Background: an optimization exercise with open tools, aiming at small area, a short achievable clock period and few clock cycles. Do not read the settings as production practice. In this exercise RTL edits were held to simulation tests only and were not proved equivalent to the original. Power is estimated from default activity; no workload was simulated.

Design milestone1, start of the top module:
module milestone1 (
		input logic clock,
		input logic Resetn,
		input logic Enable,
		output	logic [17:0] SRAM_address,
		output 	logic [15:0] SRAM_write_data,
		output	logic SRAM_we_n,
		input		logic [15:0] SRAM_read_data,
		output   logic M1_end
);
==> flow/config.mk <==
export PLATFORM = sky130hd
export DESIGN_NAME = milestone1
export DESIGN_NICKNAME = milestone1
export VERILOG_FILES = /design/flow/design.v
export SDC_FILE = /design/flow/constraint.sdc
export NUM_CORES = 4
export LEC_CHECK = 0
export CAP_MARGIN = 20
export CORE_MARGIN = 2
export CORE_UTILIZATION = 40
export CTS_BUF_LIST = sky130_fd_sc_hd__clkbuf_8
export CTS_CLUSTER_SIZE = 30
export SLEW_MARGIN = 20
==> flow/constraint.sdc <==
create_clock -name core_clock -period 20.0 [get_ports {clock}]
set_input_delay 4.0000 -clock core_clock [delete_from_list [all_inputs] [get_ports {clock}]]
set_output_delay 4.0000 -clock core_clock [all_outputs]
set_load 0.01 [all_outputs]
standard.sh (not shown) runs the stock make flow with config.mk's settings and CLKGATE_MAP_FILE= SYNTH_SCRIPT=/design/flow/synth_recipe.tcl, a recipe that flattens the netlist after the stock synthesis.
==> flow/flow/run.sh <==
#!/bin/bash
# Standard layout, with the port buffers made from buf_4 cells instead of the
# default delay-buffer cells, and timing repair aiming at a 15 ns setup margin.
export BUFFER_PORTS_ARGS="-buffer_cell sky130_fd_sc_hd__buf_4"
export SETUP_SLACK_MARGIN=15
bash standard.sh > standard.log 2>&1
Testbench counts at the start, summed over its fixed seeds: cycles 774,748.
Then changed:
Settings changed: CTS_BUF_LIST sky130_fd_sc_hd__clkbuf_8 to default, CTS_CLUSTER_SIZE 30 to default.
The changed run finished clean.
Critical path depth does not change.
Register-to-register slack is about the same.
Sequential cell count is unchanged.
Via count shrinks slightly.
Utilization hardly moves.
Wire length shrinks slightly.
Global-route usage hardly moves.

---

Setup of the reference run:
milestone1, a different RTL version from the one above (not shown whole).
Size in the first run: about 300 flip-flops, ~55 I/O pins, roughly 21000 µm² of cells after synthesis.
clock: 20.0 ns
lec_check: 0
cap_margin: 20
core_margin: 2
core_utilization: 40
cts_cluster_diameter: 120
cts_cluster_size: 22
slew_margin: 20
==> flow/flow/run.sh <==
#!/bin/bash
# Standard layout, with the port buffers made from buf_2 cells instead of the
# default delay-buffer cells, and timing repair aiming at a 15.0 ns setup margin.
export BUFFER_PORTS_ARGS="-buffer_cell sky130_fd_sc_hd__buf_2"
export SETUP_SLACK_MARGIN=15.0
bash standard.sh > standard.log 2>&1
Testbench counts of the reference run, summed over its fixed seeds: cycles 775,708.
Modified inputs, the trial run compared to the reference run
==> flow/flow/run.sh <==
#!/bin/bash
# Standard layout, with the port buffers made from buf_2 cells instead of the
# default delay-buffer cells, and timing repair aiming at a 14.9 ns setup margin.
export BUFFER_PORTS_ARGS="-buffer_cell sky130_fd_sc_hd__buf_2"
export SETUP_SLACK_MARGIN=14.9
bash standard.sh > standard.log 2>&1
==> notes.md <==
Comparing the trial run with the reference run, the clock latency on the worst-skew pair came out essentially unchanged. Final core utilization essentially unchanged between the trial run and the reference run. The trial run vs the reference run: hold slack down in the trial run. Clock slew seen by the registers of the worst setup and hold paths of the reference run is on par with the trial run. Global-route wire length before repair (the trial run vs. the reference run) decreases slightly. Total chip power: the trial run > the reference run. Synthesis-to-layout area growth, the reference run and the trial run: lower on the trial run. Sort the reference run and the trial run by relative contribution of the clock network to total power desc -> top: the trial run. On post-detailed-routing wire length, the reference run and the trial run are basically level.

---

Starting RTL as in the previous note.
// milestone1
module milestone1 (
		input logic clock,
		input logic Resetn,
		input logic Enable,
		output	logic [17:0] SRAM_address,
		output 	logic [15:0] SRAM_write_data,
		output	logic SRAM_we_n,
		input		logic [15:0] SRAM_read_data,
		output   logic M1_end
);
clock: 20.0 ns
lec_check: 0
cap_margin: 20
core_margin: 2
core_utilization: 40
cts_cluster_diameter: 120
cts_cluster_size: 22
place_density: 0.85
slew_margin: 20
==> flow/flow/run.sh <==
#!/bin/bash
# Standard layout, with the port buffers made from buf_2 cells instead of the
# default delay-buffer cells, and timing repair aiming at a 14.9 ns setup margin.
export BUFFER_PORTS_ARGS="-buffer_cell sky130_fd_sc_hd__buf_2"
export SETUP_SLACK_MARGIN=14.9
bash standard.sh > standard.log 2>&1
The baseline completed without violations.
Testbench counts at the start, summed over its fixed seeds: cycles 775,708.
Next try:
==> flow/flow/run.sh (replaced) <==
#!/bin/bash
# Standard layout, with buf_2 port buffers, timing repair aiming at a 14.9 ns
# setup margin, and no extra buffers along the clock tree's branches.
export BUFFER_PORTS_ARGS="-buffer_cell sky130_fd_sc_hd__buf_2"
export SETUP_SLACK_MARGIN=14.9
export CTS_ARGS="-sink_clustering_enable -repair_clock_nets -sink_clustering_size 22 -sink_clustering_max_diameter 120 -distance_between_buffers 1000 -branching_point_buffers_distance 1000"
bash standard.sh > standard.log 2>&1
Settings changed: PLACE_DENSITY 0.85 to default.
The changed run ran to the end with no violations.
Clock-buffer cell count increases by 3.
Die area stays the same.
Cell area increases by 0.33%.
Routed wire length fell by 0.82%.
Non-clock buffer count rises by 4.
Maximum frequency is about the same.
Clock skew rises by 20 ps.
Utilization grows by 0.14 points.
Next try:
==> flow/flow/run.sh (replaced) <==
#!/bin/bash
# Standard layout, with the port buffers made from buf_2 cells instead of the
# default delay-buffer cells, and timing repair aiming at a 14.9 ns setup margin.
export BUFFER_PORTS_ARGS="-buffer_cell sky130_fd_sc_hd__buf_2"
export SETUP_SLACK_MARGIN=14.9
bash standard.sh > standard.log 2>&1
Settings changed: TNS_END_PERCENT from default to 20.
After rerunning: The changed run passed the timing, design-rule and antenna checks. Via count stays the same. Area after synthesis does not change. Synthesized cell count does not change. Non-clock buffer count is unchanged. Utilization is unchanged. Setup slack is unchanged. Critical path depth is unchanged. Global-route usage is unchanged. Wire length stays the same.
Next try:
Settings changed: GPL_ROUTABILITY_DRIVEN from default to 0, GPL_TIMING_DRIVEN from default to 0, TNS_END_PERCENT 20 to default.
Setup slack degrades by 11 ps.
Wire length came out higher by 1.6%.
Total power drops by 0.36%.
Next try:
==> flow/flow/run.sh (replaced) <==
#!/bin/bash
# Standard layout, with buf_2 port buffers, timing repair aiming at a 14.9 ns
# setup margin, and clock tree sinks clustered without a diameter limit.
export BUFFER_PORTS_ARGS="-buffer_cell sky130_fd_sc_hd__buf_2"
export SETUP_SLACK_MARGIN=14.9
export CTS_ARGS="-sink_clustering_enable -repair_clock_nets -sink_clustering_size 22 -sink_clustering_max_diameter 400 -clustering_unbalance_ratio 0.2"
bash standard.sh > standard.log 2>&1
Settings changed: GPL_ROUTABILITY_DRIVEN 0 to default, GPL_TIMING_DRIVEN 0 to default.
What happened:
- The changed run completed with no timing, DRC or antenna violations
- die area is unchanged
- via count came out lower by 2.1%
- routed wire length came out lower by 1.9%
- final area came out lower by 1.3%
- maximum frequency is about the same
- synthesized cell count stays the same
- worst setup slack improved by 5.1 ps
- sequential power is about the same
- area after synthesis is unchanged
- clock power came out lower by about 5%

-- re-timing with driven ports --
How much do the figures lean on ideal ports? The routed layouts below were timed once more, with nothing changed but the port constraints. Step 1: set_driving_cell puts a clkbuf_16 on clock and a buf_2 on each other input, an assumption about the parent block. Step 2 adds t to the input delays and takes it off the output delays; t is the mean of the earliest and latest rising clock arrival at the registers after step 1. Input paths then give back, and output paths get back, about the clock's delay inside the block. Three values: ideal ports, drivers, drivers and shift; two values: the first two.
| run | t, ns | slack for setup (ns) | worst setup path after step 2 | clock arrival spread, ns |
|---|---|---|---|---|
| the first run of note 1 | 0.689 | 14.837 / 14.783 / 15.099 | input to register | 0.047 / 0.046 |
| the second run of note 1 | 0.611 | 14.920 / 14.861 / 15.098 | input to register | 0.030 / 0.030 |
| the reference run | 0.585 | 14.947 / 14.887 / 14.789 | input to register | 0.022 / 0.022 |
| the trial run | 0.594 | 14.929 / 14.871 / 14.722 | input to register | 0.045 / 0.044 |
| the first run of note 3 | 0.585 | 14.918 / 14.864 / 14.733 | input to register | 0.017 / 0.018 |
| the second run of note 3 | 0.594 | 14.929 / 14.871 / 14.722 | input to register | 0.045 / 0.044 |
| the third run of note 3 | 0.594 | 14.929 / 14.871 / 14.722 | input to register | 0.045 / 0.044 |
| the fourth run of note 3 | 0.594 | 14.918 / 14.857 / 14.718 | input to register | 0.023 / 0.024 |
| the fifth run of note 3 | 0.603 | 14.923 / 14.862 / 14.676 | input to register | 0.052 / 0.051 |
After both steps every run listed still meets setup and hold. For the fifth run of note 3, which loses most, drivers alone change the setup slack by -0.061 ns; drivers and shift together by -0.247 ns.
